From an optimization exercise on the open Yosys and OpenROAD flow, aimed at small area, a short achievable clock period and few clock cycles; shortcuts taken in it are not production practice.
Where RTL was checked, it was by simulation tests only, not by an equivalence proof against the original.
Power is estimated from default activity; no workload was simulated.

// div32
module div32(
    input clk,
    input rst,
    input start,
    input [31:0] dividend,
    input [31:0] divisor,
    output [31:0] quotient,
    output [31:0] remainder,
    output reg finish
);
==> flow/config.mk <==
export PLATFORM = sky130hd
export DESIGN_NAME = div32
export DESIGN_NICKNAME = div32
export VERILOG_FILES = /design/flow/design.v
export SDC_FILE = /design/flow/constraint.sdc
export NUM_CORES = 8
export LEC_CHECK = 0
export ABC_AREA = 1
export CAP_MARGIN = 20
export CORE_MARGIN = 2
export CORE_UTILIZATION = 40
export PLACE_DENSITY = 0.6
export SETUP_SLACK_MARGIN = 3.0
export SLEW_MARGIN = 20
==> flow/constraint.sdc <==
create_clock -name core_clock -period 5.0 [get_ports {clk}]
set_input_delay 1.0000 -clock core_clock [delete_from_list [all_inputs] [get_ports {clk}]]
set_output_delay 1.0000 -clock core_clock [all_outputs]
set_load 0.01 [all_outputs]
standard.sh (not shown) runs the stock make flow with config.mk's settings and CLKGATE_MAP_FILE= SYNTH_SCRIPT=/design/flow/synth_recipe.tcl, a recipe that flattens the netlist after the stock synthesis.
==> flow/flow/run.sh <==
#!/bin/bash
# Standard layout, with plain buffers on the ports instead of the default delay-cell buffers.
set -euo pipefail
bash standard.sh BUFFER_PORTS_ARGS="-buffer_cell sky130_fd_sc_hd__buf_2" finish > standard.log 2>&1
The starting point completed with no timing, DRC or antenna violations.
Testbench counts at the start, summed over its fixed seeds: cycles 47,977.
==> next run, changes <==
--- a/flow/design.v
+++ b/flow/design.v
@@ -40,32 +40,37 @@
         end
         for (i = 0; i < 2; i = i + 1) begin
             v4[i] = v3[2*i+1] | v3[2*i];
             c4[4*i+:4] = v3[2*i+1] ? {1'b0, c3[3*(2*i+1)+:3]} : {1'b1, c3[3*(2*i)+:3]};
         end
         lzc32 = {~(v4[1] | v4[0]), v4[1] ? {1'b0, c4[7:4]} : {1'b1, c4[3:0]}};
     end
 endfunction
 wire [5:0] la = lzc32(dividend);
 wire [5:0] lb = lzc32(divisor);
-wire [4:0] sp = j[4:0] ^ ~za;
-wire [4:0] sg = j[4:0] & ~za;
+wire [4:0] sp = j[4:0] | ~za;                     
+wire [4:0] sg = j[4:0] & ~za;                     
 wire [5:0] sc;                                    
 assign sc[0] = 1'b1;
-assign sc[1] = sg[0] | sp[0];
-assign sc[2] = sg[1] | (sp[1] & sg[0]) | (sp[1] & sp[0]);
-assign sc[3] = sg[2] | (sp[2] & sg[1]) | (sp[2] & sp[1] & sg[0]) | (sp[2] & sp[1] & sp[0]);
-assign sc[4] = sg[3] | (sp[3] & sg[2]) | (sp[3] & sp[2] & sg[1]) | (sp[3] & sp[2] & sp[1] & sg[0])
-             | (sp[3] & sp[2] & sp[1] & sp[0]);
+assign sc[1] = sp[0];
+assign sc[2] = sg[1] | (sp[1] & j[0]) | (sp[1] & ~za[0]);
+assign sc[3] = sg[2] | (sp[2] & sg[1]) | (sp[2] & sp[1] & sp[0]);
+assign sc[4] = sg[3] | (sp[3] & sg[2]) | (sp[3] & sp[2] & sg[1]) | (sp[3] & sp[2] & sp[1] & sp[0]);
 assign sc[5] = sg[4] | (sp[4] & sg[3]) | (sp[4] & sp[3] & sg[2]) | (sp[4] & sp[3] & sp[2] & sg[1])
-             | (sp[4] & sp[3] & sp[2] & sp[1] & sg[0]) | (sp[4] & sp[3] & sp[2] & sp[1] & sp[0]);
-wire [5:0] sh   = {~sc[5], sp ^ sc[4:0]};
+             | (sp[4] & sp[3] & sp[2] & sp[1] & sp[0]);
+wire [5:0] sh;                                    
+assign sh[0] = j[0] ^ za[0];
+assign sh[1] = j[1] ^ (~za[1] ^ sc[1]);
+assign sh[2] = j[2] ^ (~za[2] ^ sc[2]);
+assign sh[3] = j[3] ^ (~za[3] ^ sc[3]);
+assign sh[4] = j[4] ^ (~za[4] ^ sc[4]);
+assign sh[5] = ~sc[5];
 wire       triv = j[5] | sh[5];                   
 wire [31:0] kg = r & ~d;
 wire [31:0] kt = r | ~d;
 wire kC_0 = r[0] | ~d[0];
 wire kC_1 = kg[1] | (kt[1] & r[0]) | (kt[1] & ~d[0]);
 wire kG0_3 = kg[3] | (kt[3] & kg[2]);
 wire kP0_3 = kt[3] & kt[2];
 wire kG0_5 = kg[5] | (kt[5] & kg[4]);
 wire kP0_5 = kt[5] & kt[4];
 wire kG0_7 = kg[7] | (kt[7] & kg[6]);
=>
- The changed run finished clean
- synthesized cell count fell by 0.35%
- register-to-register slack improved by 0.08 ns
- utilization goes down by 1.4 points
- setup slack is better by 0.011 ns
- non-clock buffer count climbs by 11
- clock power goes down by 7.5%
- via count falls by 0.39%
Testbench counts after the change, summed over its fixed seeds: cycles 47,977.

## job 3696
div32, a different RTL version from the one above (not shown whole).
Size: about 1100 cells after synthesis, about 110 flip-flops, roughly 130 I/O pins, roughly 8600 sq um of cells after synthesis.
==> module div32, before the edit <==
module div32(
    input clk,
    input rst,
    input start,
    input [31:0] dividend,
    input [31:0] divisor,
    output [31:0] quotient,
    output [31:0] remainder,
    output reg finish
);
reg [31:0] r;       
reg [31:0] q;       
reg [31:0] d;       
reg [4:0]  za;      
reg [5:0]  j;       
reg        norm;    
reg        iter;    
assign quotient  = q;
assign remainder = r;
function [5:0] lzc32;
    input [31:0] x;
    reg [15:0] v1; reg [15:0] c1;
    reg [7:0]  v2; reg [15:0] c2;
    reg [3:0]  v3; reg [11:0] c3;
    reg [1:0]  v4; reg [7:0]  c4;
    integer i;
    begin
        for (i = 0; i < 16; i = i + 1) begin
            v1[i] = x[2*i+1] | x[2*i];
            c1[i] = ~x[2*i+1];
        end
        for (i = 0; i < 8; i = i + 1) begin
            v2[i] = v1[2*i+1] | v1[2*i];
            c2[2*i+:2] = v1[2*i+1] ? {1'b0, c1[2*i+1]} : {1'b1, c1[2*i]};
        end
        for (i = 0; i < 4; i = i + 1) begin
            v3[i] = v2[2*i+1] | v2[2*i];
            c3[3*i+:3] = v2[2*i+1] ? {1'b0, c2[2*(2*i+1)+:2]} : {1'b1, c2[2*(2*i)+:2]};
        end
        for (i = 0; i < 2; i = i + 1) begin
            v4[i] = v3[2*i+1] | v3[2*i];
            c4[4*i+:4] = v3[2*i+1] ? {1'b0, c3[3*(2*i+1)+:3]} : {1'b1, c3[3*(2*i)+:3]};
        end
        lzc32 = {~(v4[1] | v4[0]), v4[1] ? {1'b0, c4[7:4]} : {1'b1, c4[3:0]}};
    end
endfunction
wire [5:0] la = lzc32(dividend);
wire [5:0] lb = lzc32(divisor);
wire [4:0] sp = j[4:0] ^ ~za;
wire [4:0] sg = j[4:0] & ~za;
wire [5:0] sc;                                    
assign sc[0] = 1'b1;
assign sc[1] = sg[0] | sp[0];
assign sc[2] = sg[1] | (sp[1] & sg[0]) | (sp[1] & sp[0]);
assign sc[3] = sg[2] | (sp[2] & sg[1]) | (sp[2] & sp[1] & sg[0]) | (sp[2] & sp[1] & sp[0]);
assign sc[4] = sg[3] | (sp[3] & sg[2]) | (sp[3] & sp[2] & sg[1]) | (sp[3] & sp[2] & sp[1] & sg[0])
             | (sp[3] & sp[2] & sp[1] & sp[0]);
assign sc[5] = sg[4] | (sp[4] & sg[3]) | (sp[4] & sp[3] & sg[2]) | (sp[4] & sp[3] & sp[2] & sg[1])
             | (sp[4] & sp[3] & sp[2] & sp[1] & sg[0]) | (sp[4] & sp[3] & sp[2] & sp[1] & sp[0]);
wire [5:0] sh   = {~sc[5], sp ^ sc[4:0]};         
wire       triv = j[5] | sh[5];                   
wire [32:0] sub = {1'b0, r} - {1'b0, d};
wire        ge  = ~sub[32];
always @(posedge clk or posedge rst) begin
    if (rst) begin
        finish <= 1'b0;
        norm   <= 1'b0;
        iter   <= 1'b0;
    end else if (start) begin
        finish <= 1'b0;
        norm   <= 1'b1;
        iter   <= 1'b0;
    end else if (norm) begin
        norm   <= 1'b0;
        finish <= triv;
        iter   <= ~triv;
    end else if (iter) begin
        if (j[4:0] == 5'd0) begin
            iter   <= 1'b0;
            finish <= 1'b1;
        end
    end
end
always @(posedge clk) begin
    if (start) begin
        r  <= lb[5] ? 32'b0 : dividend;
        d  <= divisor;
        q  <= 32'b0;
        za <= la[4:0];
        j  <= lb;
    end else if (norm) begin
        d <= d << sh[4:0];
        j <= sh;
    end else if (iter) begin
        if (ge) r <= sub[31:0];
        q <= {q[30:0], ge};
        d <= d >> 1;
        j <= j - 6'd1;
    end else begin
        d <= d >> 1;
    end
end
endmodule
export LEC_CHECK = 0
export CAP_MARGIN = 20
export CORE_MARGIN = 2
export CORE_UTILIZATION = 40
export PLACE_DENSITY = 0.6
export SETUP_SLACK_MARGIN = 2.8
export SLEW_MARGIN = 20
create_clock -name core_clock -period 5.0 [get_ports {clk}]
run.sh (not shown) runs the stock make flow with config.mk's settings and CLKGATE_MAP_FILE= SYNTH_SCRIPT=/design/flow/synth_recipe.tcl, a recipe that flattens the netlist after the stock synthesis.
Stock flow here: none of the scripts above is used.
Inputs modified between job 3696 and job 5487:
-- flow/design.v --
<<< job 3696, line 59
assign sc[5] = sg[4] | (sp[4] & sg[3]) | (sp[4] & sp[3] & sg[2]) | (sp[4] & sp[3] & sp[2] & sg[1])
             | (sp[4] & sp[3] & sp[2] & sp[1] & sg[0]) | (sp[4] & sp[3] & sp[2] & sp[1] & sp[0]);
wire [5:0] sh   = {~sc[5], sp ^ sc[4:0]};         
wire       triv = j[5] | sh[5];                   
wire [32:0] sub = {1'b0, r} - {1'b0, d};
wire        ge  = ~sub[32];
always @(posedge clk or posedge rst) begin
    if (rst) begin
>>> job 5487, line 59
assign sc[5] = sg[4] | (sp[4] & sg[3]) | (sp[4] & sp[3] & sg[2]) | (sp[4] & sp[3] & sp[2] & sg[1])
             | (sp[4] & sp[3] & sp[2] & sp[1] & sg[0]) | (sp[4] & sp[3] & sp[2] & sp[1] & sp[0]);
wire [5:0] sh   = {~sc[5], sp ^ sc[4:0]};
wire       triv = j[5] | sh[5];                   
wire [32:0] sub = {1'b0, r} - {1'b0, d};
wire        ge  = ~sub[32];
wire        take = iter & ge;
wire [31:0] flip = {32{take}} & (r ^ sub[31:0]);
always @(posedge clk or posedge rst) begin
    if (rst) begin
<<< job 3696, line 84
end
always @(posedge clk) begin
    if (start) begin
        r  <= lb[5] ? 32'b0 : dividend;
        d  <= divisor;
        q  <= 32'b0;
        za <= la[4:0];
        j  <= lb;
    end else if (norm) begin
        d <= d << sh[4:0];
        j <= sh;
    end else if (iter) begin
        if (ge) r <= sub[31:0];
        q <= {q[30:0], ge};
        d <= d >> 1;
        j <= j - 6'd1;
    end else begin
        d <= d >> 1;
    end
end
endmodule
>>> job 5487, line 86
end
always @(posedge clk) begin
    za <= la[4:0];
    if (start) begin
        r <= lb[5] ? 32'b0 : dividend;
        d <= divisor;
        j <= lb;
    end else begin
        r <= r ^ flip;
        if (norm) begin
            d <= d << sh[4:0];
            j <= sh;
        end else begin
            d <= d >> 1;
            j <= j - 6'd1;
        end
    end
    if (start)     q <= 32'b0;
    else if (iter) q <= {q[30:0], ge};
end
endmodule
### Flow results
Delta(via count of the routed design, job 5487 - job 3696) < 0. Delta (job 5487 minus job 3696): internal cell power shows a reduction of 24%, final design instance area without fill now smaller. Total power density per cell area: job 5487 vs job 3696 down about 15%. Compared with job 3696, job 5487 shows a lower chip width. Compared with job 3696, via count of the first global-routing pass in job 5487 decreased by a little under 10%. Status: fraction of registers with async set or reset after synthesis parity (job 3696, job 5487). The lower number of non-clock buffers of job 5487 and job 3696 is in job 5487. Summary — fraction of the mapped netlist area in simple logic gates, job 5487 relative to job 3696: lower, by 4.5 points. Job 5487 — power spent charging and discharging nets 26% lower, job 3696 as reference. Going from job 3696 to job 5487, fraction of synthesized cell area in xor and xnor cells grew by 1.2 points; starting utilization of the core area held steady; wire length shrank by 19%; setup slack shrank by 0.058 ns.
No functional check of the RTL was part of any run of this note.

Setup of old:
div32, a different RTL version from the one above (not shown whole).
Size in the first run: roughly 120 flip-flops.
==> flow/design.v (excerpt) <==
module div32(
    input clk,
    input rst,
    input start,
    input [31:0] dividend,
    input [31:0] divisor,
    output [31:0] quotient,
    output [31:0] remainder,
    output reg finish
);
==> flow/config.mk <==
export PLATFORM = sky130hd
export DESIGN_NAME = div32
export DESIGN_NICKNAME = div32
export VERILOG_FILES = /design/flow/design.v
export SDC_FILE = /design/flow/constraint.sdc
export NUM_CORES = 8
export LEC_CHECK = 0
export ABC_AREA = 1
export CAP_MARGIN = 20
export CORE_MARGIN = 2
export CORE_UTILIZATION = 40
export PLACE_DENSITY = 0.6
export SETUP_SLACK_MARGIN = 2.8
export SLEW_MARGIN = 20
==> flow/constraint.sdc <==
create_clock -name core_clock -period 5.0 [get_ports {clk}]
set_input_delay 1.0000 -clock core_clock [delete_from_list [all_inputs] [get_ports {clk}]]
set_output_delay 1.0000 -clock core_clock [all_outputs]
set_load 0.01 [all_outputs]
standard.sh (not shown) runs the stock make flow with config.mk's settings and CLKGATE_MAP_FILE= SYNTH_SCRIPT=/design/flow/synth_recipe.tcl, a recipe that flattens the netlist after the stock synthesis.
Scripts as last shown in full above: flow/flow/run.sh
diff inputs: old => new
-- flow/design.v --
<<< old, line 14
reg [31:0] d;       
reg [4:0]  za;      
reg [5:0]  zb;      
reg [5:0]  j;       
reg        norm;    
>>> new, line 14
reg [31:0] d;       
reg [4:0]  za;      
reg [5:0]  j;       
reg        norm;    
<<< old, line 49
wire [5:0] la = lzc32(dividend);
wire [5:0] lb = lzc32(divisor);
wire [4:0] sp = zb[4:0] | ~za;                     
wire [4:0] sg = zb[4:0] & ~za;                     
wire [5:0] sc;                                    
assign sc[0] = 1'b1;
assign sc[1] = sp[0];
assign sc[2] = sg[1] | (sp[1] & zb[0]) | (sp[1] & ~za[0]);
assign sc[3] = sg[2] | (sp[2] & sg[1]) | (sp[2] & sp[1] & sp[0]);
assign sc[4] = sg[3] | (sp[3] & sg[2]) | (sp[3] & sp[2] & sg[1]) | (sp[3] & sp[2] & sp[1] & sp[0]);
>>> new, line 48
wire [5:0] la = lzc32(dividend);
wire [5:0] lb = lzc32(divisor);
wire [4:0] sp = j[4:0] | ~za;                     
wire [4:0] sg = j[4:0] & ~za;                     
wire [5:0] sc;                                    
assign sc[0] = 1'b1;
assign sc[1] = sp[0];
assign sc[2] = sg[1] | (sp[1] & j[0]) | (sp[1] & ~za[0]);
assign sc[3] = sg[2] | (sp[2] & sg[1]) | (sp[2] & sp[1] & sp[0]);
assign sc[4] = sg[3] | (sp[3] & sg[2]) | (sp[3] & sp[2] & sg[1]) | (sp[3] & sp[2] & sp[1] & sp[0]);
<<< old, line 60
             | (sp[4] & sp[3] & sp[2] & sp[1] & sp[0]);
wire [5:0] sh;                                    
assign sh[0] = zb[0] ^ za[0];
assign sh[1] = zb[1] ^ (~za[1] ^ sc[1]);
assign sh[2] = zb[2] ^ (~za[2] ^ sc[2]);
assign sh[3] = zb[3] ^ (~za[3] ^ sc[3]);
assign sh[4] = zb[4] ^ (~za[4] ^ sc[4]);
assign sh[5] = ~sc[5];
wire       triv = zb[5] | sh[5];                   
wire [31:0] kg = r & ~d;
wire [31:0] kt = r | ~d;
>>> new, line 59
             | (sp[4] & sp[3] & sp[2] & sp[1] & sp[0]);
wire [5:0] sh;                                    
assign sh[0] = j[0] ^ za[0];
assign sh[1] = j[1] ^ (~za[1] ^ sc[1]);
assign sh[2] = j[2] ^ (~za[2] ^ sc[2]);
assign sh[3] = j[3] ^ (~za[3] ^ sc[3]);
assign sh[4] = j[4] ^ (~za[4] ^ sc[4]);
assign sh[5] = ~sc[5];
wire       triv = j[5] | sh[5];                   
wire [31:0] kg = r & ~d;
wire [31:0] kt = r | ~d;
<<< old, line 266
always @(posedge clk) begin
    za <= la[4:0];
    zb <= lb;
    if (start) begin
        r <= dividend;
        d <= divisor;
    end else begin
        if (norm & zb[5]) r <= 32'b0;     
        else             r <= r ^ flip;
        if (norm) d <= d << sh[4:0];
        else      d <= d >> 1;
    end
    if (norm) j <= sh;
    else      j <= j - 6'd1;
    if (norm)      q <= 32'b0;
    else if (iter) q <= {q[30:0], ge};
>>> new, line 265
always @(posedge clk) begin
    za <= la[4:0];
    if (start) begin
        r <= dividend;
        d <= divisor;
        j <= lb;
    end else begin
        if (norm & j[5]) r <= 32'b0;      
        else             r <= r ^ flip;
        if (norm) begin
            d <= d << sh[4:0];
            j <= sh;
        end else begin
            d <= d >> 1;
            j <= j - 6'd1;
        end
    end
    if (norm)      q <= 32'b0;
    else if (iter) q <= {q[30:0], ge};
--- outcome ---
Re number of enable flip-flop cells after synthesis: no difference whatsoever between old and new.
Compare new and old | routed wire length lower: old
new ends up with lower netlist area before placement than old does.
new against old; x dimension of the die is down slightly.
Number of sequential cells in the layout delta for new relative to old: 5 lower
Of new and old, old shows the higher number of clock buffers in the layout, with new below it.
Per the final summary, new finished and its layout is clean on timing, DRC and antenna.
Total leakage power ended up about 4% lower on new than on old.
Testbench counts of new, summed over its fixed seeds: cycles 47,977.
For old, only the layout was checked, not whether the RTL still works.

## static timing again, ports no longer ideal
The results above use ideal ports. As a check the final layouts listed here were re-extracted and re-timed, cells and wires unchanged.
Step 1 assumes that a clkbuf_16 drives the clock port and a buf_2 every other input.
Step 2, shift: input delay + t, output delay - t, t = (earliest + latest rising clock arrival at the registers) / 2. This alone moves slack from input paths to output paths.
a / b / c = no drivers / after step 1 / after step 2; a / b = the first two.
run	t, ns	setup WS [ns]	worst data-port slew with drivers (ns)
the first run of note 1	0.430	2.766 / 2.766 / 2.579	0.06
the second run of note 1	0.414	2.777 / 2.780 / 2.365	0.06
job 3696	0.408	2.168 / 2.168 / 1.809	0.06
job 5487	0.416	2.110 / 2.110 / 1.848	0.05
old	0.470	2.800 / 2.800 / 2.445	0.05
new	0.418	2.745 / 2.746 / 2.328	0.05
After both steps every run listed still meets setup and hold. For new, which loses most, drivers alone change the setup slack by +0.001 ns; drivers and shift together by -0.417 ns.
